Source: an optimization exercise on an open RTL-to-GDS flow (aim: small area, a short achievable clock period and few clock cycles per item). Production flows keep margins and buffers that such runs may drop. Only simulation tests tie the RTL to the original design; equivalence was not proved.

### design/flow/design.v
module integer_divider #(parameter M = 5, N = 3)
  (input [M-1:0] dividend,
   input [N-1:0] divisor,
   output reg [M-N:0] quotient);
  reg [M-1:0] temp;
  reg [M-1:0] dividend_copy;
  always @(*) begin
    dividend_copy = dividend;
    for (integer i = M-N; i >= 0; i = i - 1) begin
      temp = divisor << i;
      if (temp <= dividend_copy) begin
        quotient[i] = 1'b1;
        dividend_copy = dividend_copy - temp;
      end
      else
        quotient[i] = 1'b0;
    end
  end
endmodule
module div_top (
  input         clk,
  input         rst,
  input         in_valid,
  output        in_ready,
  input  [63:0] dividend,
  input  [31:0] divisor,
  output        out_valid,
  output [32:0] quotient
);
  localparam K  = 11;                
  localparam N  = (33 + K - 1) / K;  
  localparam W  = N * K;             
  localparam CW = 3;                 
  localparam TW = 6;                 
  reg        f_full;
  reg [63:0] f_a;
  reg [31:0] f_d;
  reg        rdy_r;
  reg          busy;
  reg [CW-1:0] cnt;
  reg          sat_r;
  reg [33+W:0] R;       
  reg [33:0]   WC;      
  reg [31:0]   DN;      
  reg        ov_r;
  reg [32:0] q_r;
  wire sat = !(f_a[63:33] < f_d);    
  reg [CW-1:0] c_blk;
  integer c;
  always @(*) begin
    c_blk = N[CW-1:0];
    for (c = N - 1; c >= 1; c = c - 1)
      if (({64'd0, f_a} >> (c * K)) < {96'd0, f_d})
        c_blk = c[CW-1:0];
    if (sat) c_blk = 1;
  end
  reg [31:0] dn;
  reg [4:0]  sh;
  always @(*) begin
    dn = f_d;
    sh[4] = (dn[31:16] == 16'd0); if (sh[4]) dn = dn << 16;
    sh[3] = (dn[31:24] ==  8'd0); if (sh[3]) dn = dn << 8;
    sh[2] = (dn[31:28] ==  4'd0); if (sh[2]) dn = dn << 4;
    sh[1] = (dn[31:30] ==  2'd0); if (sh[1]) dn = dn << 2;
    sh[0] = (dn[31]    ==  1'b0); if (sh[0]) dn = dn << 1;
  end
  wire [TW-1:0] t_sh = {2'b00, sh} + W - c_blk * K;
  wire [33+W:0] r_ld = {{(W-30){1'b0}}, f_a} << t_sh;
  reg [33:0]  ws, wc;
  reg [W-1:0] low;
  reg [K-1:0] pk, nk;
  reg [34:0]  ys, yc, op, s35, c35;
  reg [3:0]   est;
  reg         pos, neg;
  integer s;
  always @(*) begin
    ws  = R[33+W:W];
    low = R[W-1:0];
    wc  = WC;
    pk  = {K{1'b0}};
    nk  = {K{1'b0}};
    for (s = 0; s < K; s = s + 1) begin
      ys  = {ws, low[W-1]};
      yc  = {wc, 1'b0};
      est = ys[34:31] + yc[34:31];
      pos = ~est[3];
      neg = est[3] & ~(&est);
      op  = pos ? ~{3'b000, DN} : (neg ? {3'b000, DN} : 35'd0);
      s35 = ys ^ yc ^ op;
      c35 = {(ys[33:0] & yc[33:0]) | (ys[33:0] & op[33:0]) | (yc[33:0] & op[33:0]), pos};
      ws  = s35[33:0];
      wc  = c35[33:0];
      low = {low[W-2:0], 1'b0};
      pk  = {pk[K-2:0], pos};
      nk  = {nk[K-2:0], neg};
    end
  end
  wire [33:0]  rfin  = ws + wc;
  wire         corr  = (cnt == 1) & rfin[33];
  wire [K:0]   dblk  = {1'b0, pk} - {1'b0, nk} - {{K{1'b0}}, corr};
  wire [W-K-1:0] qhi = R[W-K-1:0];
  wire [W-1:0] lown  = {dblk[K] ? qhi - 1'b1 : qhi, dblk[K-1:0]};
  wire fin    = !busy || (cnt == 1);
  wire take   = f_full && fin;
  wire accept = in_valid && rdy_r;
  wire f_full_n = accept || (f_full && !take);
  wire busy_n   = take || (busy && cnt != 1);
  wire fin_n    = take ? (c_blk == 1) : (!busy || cnt == 1 || cnt == 2);
  always @(posedge clk) begin
    if (rst) begin
      f_full <= 1'b0;
      busy   <= 1'b0;
      ov_r   <= 1'b0;
      rdy_r  <= 1'b1;
    end else begin
      f_full <= f_full_n;
      busy   <= busy_n;
      ov_r   <= busy && cnt == 1;
      rdy_r  <= !f_full_n || fin_n;
    end
  end
  always @(posedge clk) begin
    if (rdy_r) begin
      f_a <= dividend;
      f_d <= divisor;
    end
    if (take) begin
      R     <= r_ld;
      WC    <= 34'd0;
      DN    <= dn;
      cnt   <= c_blk;
      sat_r <= sat;
    end else begin
      R     <= {ws, lown};
      WC    <= wc;
      cnt   <= cnt - 1'b1;
    end
    q_r <= lown[32:0] | {33{sat_r}};
  end
  assign in_ready  = rdy_r;
  assign out_valid = ov_r;
  assign quotient  = q_r;
endmodule
### design/flow/run.sh
#!/bin/bash
# synth_recipe.tcl (not shown) runs the flow's synth.tcl, then flattens the netlist and writes it again
# the make line also repeats each setting of config.mk as NAME=value (left out here)
make -C /OpenROAD-flow-scripts/flow DESIGN_CONFIG=/design/flow/config.mk WORK_HOME=/design/flow/orfs CLKGATE_MAP_FILE= SYNTH_SCRIPT=/design/flow/synth_recipe.tcl finish
### design/flow/config.mk
export PLATFORM = sky130hd
export DESIGN_NAME = div_top
export DESIGN_NICKNAME = div_top
export VERILOG_FILES = /design/flow/design.v
export SDC_FILE = /design/flow/constraint.sdc
export NUM_CORES = 4
export LEC_CHECK = 0
export CAP_MARGIN = 70
export CORE_MARGIN = 2
export CORE_UTILIZATION = 55
export CTS_CLUSTER_DIAMETER = 50
export CTS_CLUSTER_SIZE = 10
export SETUP_SLACK_MARGIN = 3
export SLEW_MARGIN = 70
### design/flow/constraint.sdc
create_clock -name core_clock -period 175.0 [get_ports {clk}]
set_input_delay 35.0000 -clock core_clock [delete_from_list [all_inputs] [get_ports {clk}]]
set_output_delay 35.0000 -clock core_clock [all_outputs]
set_load 0.01 [all_outputs]
==> qor.txt, run 1 <==
Final ANT Viol Nets: 0
status: no timing/DRC/antenna violations
worst hold stages: 1
crit-path max cell delay: 0.60 ns
Final Setup Violations: 0
synthesized area: 30100 µm²
worst path cell trace: clkdlybuf4s50_1
Slowest-stage cell, CP: clkdlybuf4s50_1
nets: 4044
placed cell areas: 32500 µm²
crit share post-route: 0.210
Worst-Skew Late Latency: 0.57 ns
Buf/Inv on CP: 1
number of remaining DRC errors: 0
initial antenna violation count: 2
post-route cell area: 33800 µm²
fmax: 27.3 MHz
WL final: 99600 µm
GPL Wtd Cong: 0.999
max-slew violations: 0
post-synthesis net count: 4007
share of cells above drive strength 1: 0.0876
Period minus WS final: 36.68 ns
first-pass GRT wire length: 153000 µm
Worst setup SP type: flop
die height: 238 µm
cell family with most CP delay: buffers and inverters
Synthesis Warnings: 1
Port Buffers: 133
grt ovf: 0
critical path required time: 140.00 ns
DP HPWL: 78400 µm
crit path DAT: 1.68 ns
vias in the first global route: 25600
top_reg_cell synth: dfxtp_1
layout overhead on the synthesized area: 12.4%
routed via count: 25400
CTS tree: done
Initial DRC Count: 2635
worst r2r path cells: 151
Routed wire per std cell: 24.3 µm
Yosys cell types: 73
Num CTS Buffers: 38
largest net degree at the start of global routing: 75
IO Count: 134
unrepaired setup endpoints after global routing: no
Setup TNS: 0 ns
HP Class: flop to flop
Gate Count Post-Synth: 3347
Placeable Area: 53900 µm²
post-synthesis area per instance: 8.99 µm²
H-tree depth: 2
Worst setup EP type: output port
CTS Hold Bufs: 0
Levels on crit path: 1
Max Cap Viol: 0
first drt pass iteration count: 6
root buffer cell: clkbuf_16
DR vias/cell: 6.17
worst-path maximum fanout: 15
Die X: 238 µm
Yosys reg bits: 270
relative slew slack: 0.647
clk sink count: 270
Final Hold Fails: 0
Clock Tree Buf Depth: 3
total track usage: 0.358
share of flip-flops with an asynchronous set or reset: 0
Crit Path Category: flop to output port
Starting Density: 0.558
EDFF count, synth: 129
post-CTS sizing: 0
Worst-path clk slew: 0.06 ns
Clock Skew: 0.0225 ns
Rows: 85
sequential cell area fraction in the yosys report: 0.223
final hold slack: 0.521 ns
Worst Max-Slew Pin Slew: 0.524 ns
post-CTS setup buffers: 0
die area: 56600 µm²
## final timing paths
kind / from / end / slack (ns)
worst max register to register: WC[31] / R[15] / 139.39
worst max-delay path: rdy_r / in_ready / 138.32
worst min register to register: busy / ov_r / 0.52
worst min-delay path: busy / ov_r / 0.52
## cells in the mapped netlist, types with 11 or more instances
| cell | number | area share |
|---|---|---|
| nor2_1 | 452 | 0.056 |
| a21oi_1 | 446 | 0.074 |
| fa_1 | 367 | 0.24 |
| nand2_1 | 273 | 0.034 |
| inv_1 | 265 | 0.033 |
| clkbuf_1 | 204 | 0.025 |
| ha_1 | 194 | 0.081 |
| o21ai_0 | 181 | 0.030 |
| dfxtp_1 | 141 | 0.094 |
| edfxtp_1 | 129 | 0.13 |
| mux2i_1 | 76 | 0.025 |
| a21o_1 | 54 | 0.013 |
| nand2b_1 | 54 | 0.011 |
| xnor2_1 | 47 | 0.014 |
| mux4_2 | 41 | 0.031 |
| o211ai_1 | 31 | 0.0077 |
| nor3_1 | 28 | 0.0047 |
| a211oi_1 | 27 | 0.0067 |
| xor2_1 | 27 | 0.0079 |
| mux2_2 | 25 | 0.0094 |
| o22ai_1 | 24 | 0.0050 |
| buf_1 | 22 | 0.0027 |
| nand4_1 | 22 | 0.0046 |
| and2_1 | 19 | 0.0039 |
| nor4_1 | 17 | 0.0035 |
| nand3_1 | 15 | 0.0025 |
| nor2b_1 | 13 | 0.0027 |
| nor3b_1 | 12 | 0.0030 |
| buf_2 | 11 | 0.0018 |
## cell families after synthesis
group	Yosys count	synth area share
simple gates	932	0.133
compound gates	850	0.161
fa+ha+maj	561	0.325
buf+inv	507	0.0637
flops	270	0.223
mux	142	0.0653
xor+xnor	85	0.0296
## layer usage
layer	vias up	GRT usage	routed length (µm)
li1	11500	-	-
met1	12300	0.463	38300
met2	1258	0.584	47400
met3	290	0.0641	8300
met4	0	0.176	5710
met5	-	0	0
## sequential cells by signal, indices dropped and copies added, names as in the netlist, 3 cells and up
register  cells
DN           32
R            67
WC           34
cnt           3
f_a          64
f_d          32
q_r          33
## layout by cell type (no fill, tap or decap), types with 12 or more instances in the layout
cell type	n
nand3_1	15
clkbuf_16	38
o21ai_0	161
nand2_1	272
nor3_1	26
o21ai_1	22
buf_2	21
buf_6	21
clkbuf_1	17
dfxtp_1	140
clkdlybuf4s50_1	133
nand4_1	22
nor2_1	444
o211ai_1	31
mux2_2	25
a211oi_1	23
edfxtp_1	129
o22ai_1	24
ha_1	192
xnor2_1	38
nor2b_1	12
mux4_2	41
mux2i_1	74
nand2b_1	54
a21oi_1	444
inv_1	261
nor4_1	14
a21o_1	54
buf_4	41
fa_1	366
xor2_1	22
and2_1	17
## layout make-up
type / instances / area [µm²]
inverter: 270 / 1030
sequential: 270 / 6700
clock buffer: 55 / 1020
antenna: 1 / 2.50
fill: 4636 / 20100
multi-input combinational: 2570 / 21800
tap: 696 / 871
timing repair buffer: 234 / 2260
clock inverter: 13 / 130
## per-stage QoR
step	setup slack, ns	utilization	cells
2_1_floorplan	137.55	-	3347
3_3_place_gp	137.38	0.594	4005
3_5_place_dp	138.88	0.602	4034
4_1_cts	138.26	0.624	4102
5_1_grt	137.20	0.627	4108
6_report	138.32	0.627	4109
Testbench counts, summed over its fixed seeds: cycles 6,842, items 3,200.
==> run 2, diff against run 1 <==
--- a/design/flow/config.mk
+++ b/design/flow/config.mk
@@ -6,5 +6,5 @@
 export NUM_CORES = 4
 export LEC_CHECK = 0
-export CAP_MARGIN = 70
+export CAP_MARGIN = 20
 export CORE_MARGIN = 2
 export CORE_UTILIZATION = 55
@@ -12,3 +12,3 @@
 export CTS_CLUSTER_SIZE = 10
 export SETUP_SLACK_MARGIN = 3
-export SLEW_MARGIN = 70
+export SLEW_MARGIN = 20
==> run 2 against run 1 <==
Still clean; maximum frequency shrank 4.0%; non-clock buffer count shrank 35; critical endpoint is now R[30].
==> qor.txt, run 2 <==
Routed wire per std cell: 24.3 µm (+0.15%)
total track usage: 0.357 (-0.00191)
share of cells above drive strength 1: 0.0685 (-0.0191)
Num CTS Buffers: 39 (+2.6%)
top_reg_cell synth: dfxtp_1
CTS tree: done
final std cells w/o fill: 4070 (-0.95%)
crit share post-route: 0.218 (+0.00872)
area leader, netlist: fa_1
CP dominant cell by count: buf_4
root buffer cell: clkbuf_16
HP Class: flop to flop
Yosys reg bits: 270 (unchanged)
Rows: 85 (unchanged)
crit-path max cell delay: 0.66 ns (+0.06 ns)
Placed Cells: 4005 (-0.72%)
Max Cap Viol: 0 (unchanged)
relative slew slack: 0.316 (-0.331)
largest net degree at the start of global routing: 75 (unchanged)
met2 GRT Util: 0.582 (-0.00186)
crit path DAT: 38.61 ns (+36.93 ns)
GPL Wtd Cong: 0.999 (unchanged)
unrepaired setup endpoints after global routing: no
H-tree depth: 2 (unchanged)
post-route cell area: 33300 µm² (-1.6%)
critical path required time: 175.40 ns (+35.40 ns)
Slowest-stage cell, CP: and2_2
Setup TNS: 0 ns (unchanged)
die area: 56600 µm² (unchanged)
Worst Max-Slew Pin Slew: 1.02 ns (+0.493 ns)
initial antenna violation count: 3 (+1)
Clock Tree Buf Depth: 3 (unchanged)
DR vias/cell: 6.21 (+0.66%)
Gate Count Post-Synth: 3347 (unchanged)
EDFF count, synth: 129 (unchanged)
Crit Path Category: flop to flop
Die X: 238 µm (unchanged)
Final Util: 0.617 (-0.0103)
DP HPWL: 77300 µm (-1.5%)
Worst-path clk slew: 0.06 ns (about the same)
CTS Hold Bufs: 0 (unchanged)
routed via count: 25300 (-0.29%)
WL final: 98800 µm (-0.80%)
Port Buffers: 133 (unchanged)
Clock Skew: 0.0361 ns (+0.0135 ns)
Setup WS post-layout: 136.80 ns (-1.53 ns)
vias in the first global route: 25400 (-0.96%)
Worst setup EP type: flop
fmax: 26.2 MHz (-4.0%)
Placeable Area: 53900 µm² (unchanged)
number of remaining DRC errors: 0 (unchanged)
Starting Density: 0.558 (unchanged)
Final ANT Viol Nets: 0 (unchanged)
post-CTS setup buffers: 0 (unchanged)
grt peak-use layer: met2
grt ovf: 0 (unchanged)
met3 usage: 0.0597 (-0.00440)
post-synthesis area per instance: 8.99 µm² (unchanged)
top cells by area, synth: fa_1 (24%), edfxtp_1 (13%), dfxtp_1 (9.4%), ha_1 (8.1%), a21oi_1 (7.4%)
post-CTS sizing: 0 (unchanged)
post-synthesis net count: 4007 (unchanged)
Period minus WS final: 38.20 ns (+1.53 ns)
leading cell type in the layout, fill and taps excluded: nor2_1
Yosys top cell area share: 0.244 (unchanged)
nets: 4010 (-0.84%)
final hold slack: 0.515 ns (-0.00578 ns)
Initial DRC Count: 2699 (+2.4%)
clk sink count: 270 (unchanged)
list of most frequent post-synthesis cells: nor2_1 (452), a21oi_1 (446), fa_1 (367)
layout overhead on the synthesized area: 10.5%
IO Count: 134 (unchanged)
pre-CTS WS: 136.60 ns (-2.27 ns)
Worst-Skew Late Latency: 0.57 ns (about the same)
sequential cell area fraction in the yosys report: 0.223 (unchanged)
Final Setup Violations: 0 (unchanged)
synthesized area: 30100 µm² (unchanged)
share of flip-flops with an asynchronous set or reset: 0 (unchanged)
Final Hold Fails: 0 (unchanged)
status: no timing/DRC/antenna violations
most frequent cell after synthesis: nor2_1
met1 GRT Util: 0.463 (-0.000839)
first-pass GRT wire length: 153000 µm (-0.48%)
Synthesis Warnings: 1 (unchanged)
first drt pass iteration count: 6 (unchanged)
placed cell areas: 32000 µm² (-1.4%)
commonest cells after routing, fill and taps aside: nor2_1 (446), a21oi_1 (445), fa_1 (366)
top flop regs: R (67), f_a (64), WC (34)
max-slew violations: 0 (unchanged)
die height: 238 µm (unchanged)
Worst setup SP type: flop
worst-path maximum fanout: 38 (+23)
Biggest register: R
max reg flops: 67 (unchanged)
Yosys cell types: 73 (unchanged)
[run 2: final timing paths]
| check | endpoint | depth (start not counted) | from | slack, ns |
|---|---|---|---|---|
| worst max-delay path | R[30] | 151 | R[64] | 136.80 |
| worst min-delay path | ov_r | 1 | busy | 0.52 |
| worst max register to register | R[30] | 151 | R[64] | 136.80 |
| worst min register to register | ov_r | 1 | busy | 0.52 |
[run 2: cell families after synthesis]
group,count (synthesis),share of synthesized area
compound gates,850,0.161
xor+xnor,85,0.0296
fa+ha+maj,561,0.325
buf+inv,507,0.0637
flops,270,0.223
mux,142,0.0653
simple gates,932,0.133
[run 2: layout make-up]
| cell class | count | area (µm²) |
|---|---|---|
| multi-input cells | 2570 | 21600 |
| clock inverters | 16 | 246 |
| inverters | 270 | 1010 |
| fillers | 4676 | 20700 |
| repair buffers | 199 | 1830 |
| well taps | 696 | 871 |
| flip-flops and latches | 270 | 6700 |
| diodes | 1 | 2.50 |
| clock buffers | 48 | 1010 |
[run 2: worst max-delay path: cells and delay by family, from the launching register on]
kind	cells	cell delay, ns
AO/OA/AOI/OAI	42	7.08
multiplexers	1	0.32
XOR/XNOR	26	5.43
buffers and inverters	32	10.23
flip-flops	1	0.34
AND/OR/NAND/NOR	25	4.34
adder cells (fa/ha/maj)	25	10.08
[run 2: routing by layer]
metal  part of all wire  wire, µm
met1               0.38     37500
met3              0.088      8680
met2               0.48     47000
met5                  0         0
met4              0.058      5690

-- static timing again, ports no longer ideal --
No port has a modelled driver above. Below, the same layouts with a new extraction and two added sets of constraints. Step 1: set_driving_cell puts a clkbuf_16 on clk and a buf_2 on each other input, an assumption about the parent block. Step 2 adds t to the input delays and takes it off the output delays; t is the mean of the earliest and latest rising clock arrival at the registers after step 1. Input paths then give back, and output paths get back, about the clock's delay inside the block. a / b / c = ideal ports / drivers / drivers and shift; a / b = the first two.
run | t (ns) | setup WS [ns] | worst hold slack (ns) | slew at the worst register clock pin (ns)
run 1 | 0.618 | 138.323 / 138.260 / 138.878 | 0.521 / 0.521 / 0.521 | 0.06 / 0.06
run 2 | 0.613 | 136.797 / 136.797 / 136.797 | 0.515 / 0.515 / 0.515 | 0.06 / 0.06
After both steps setup and hold are still met in every run listed.
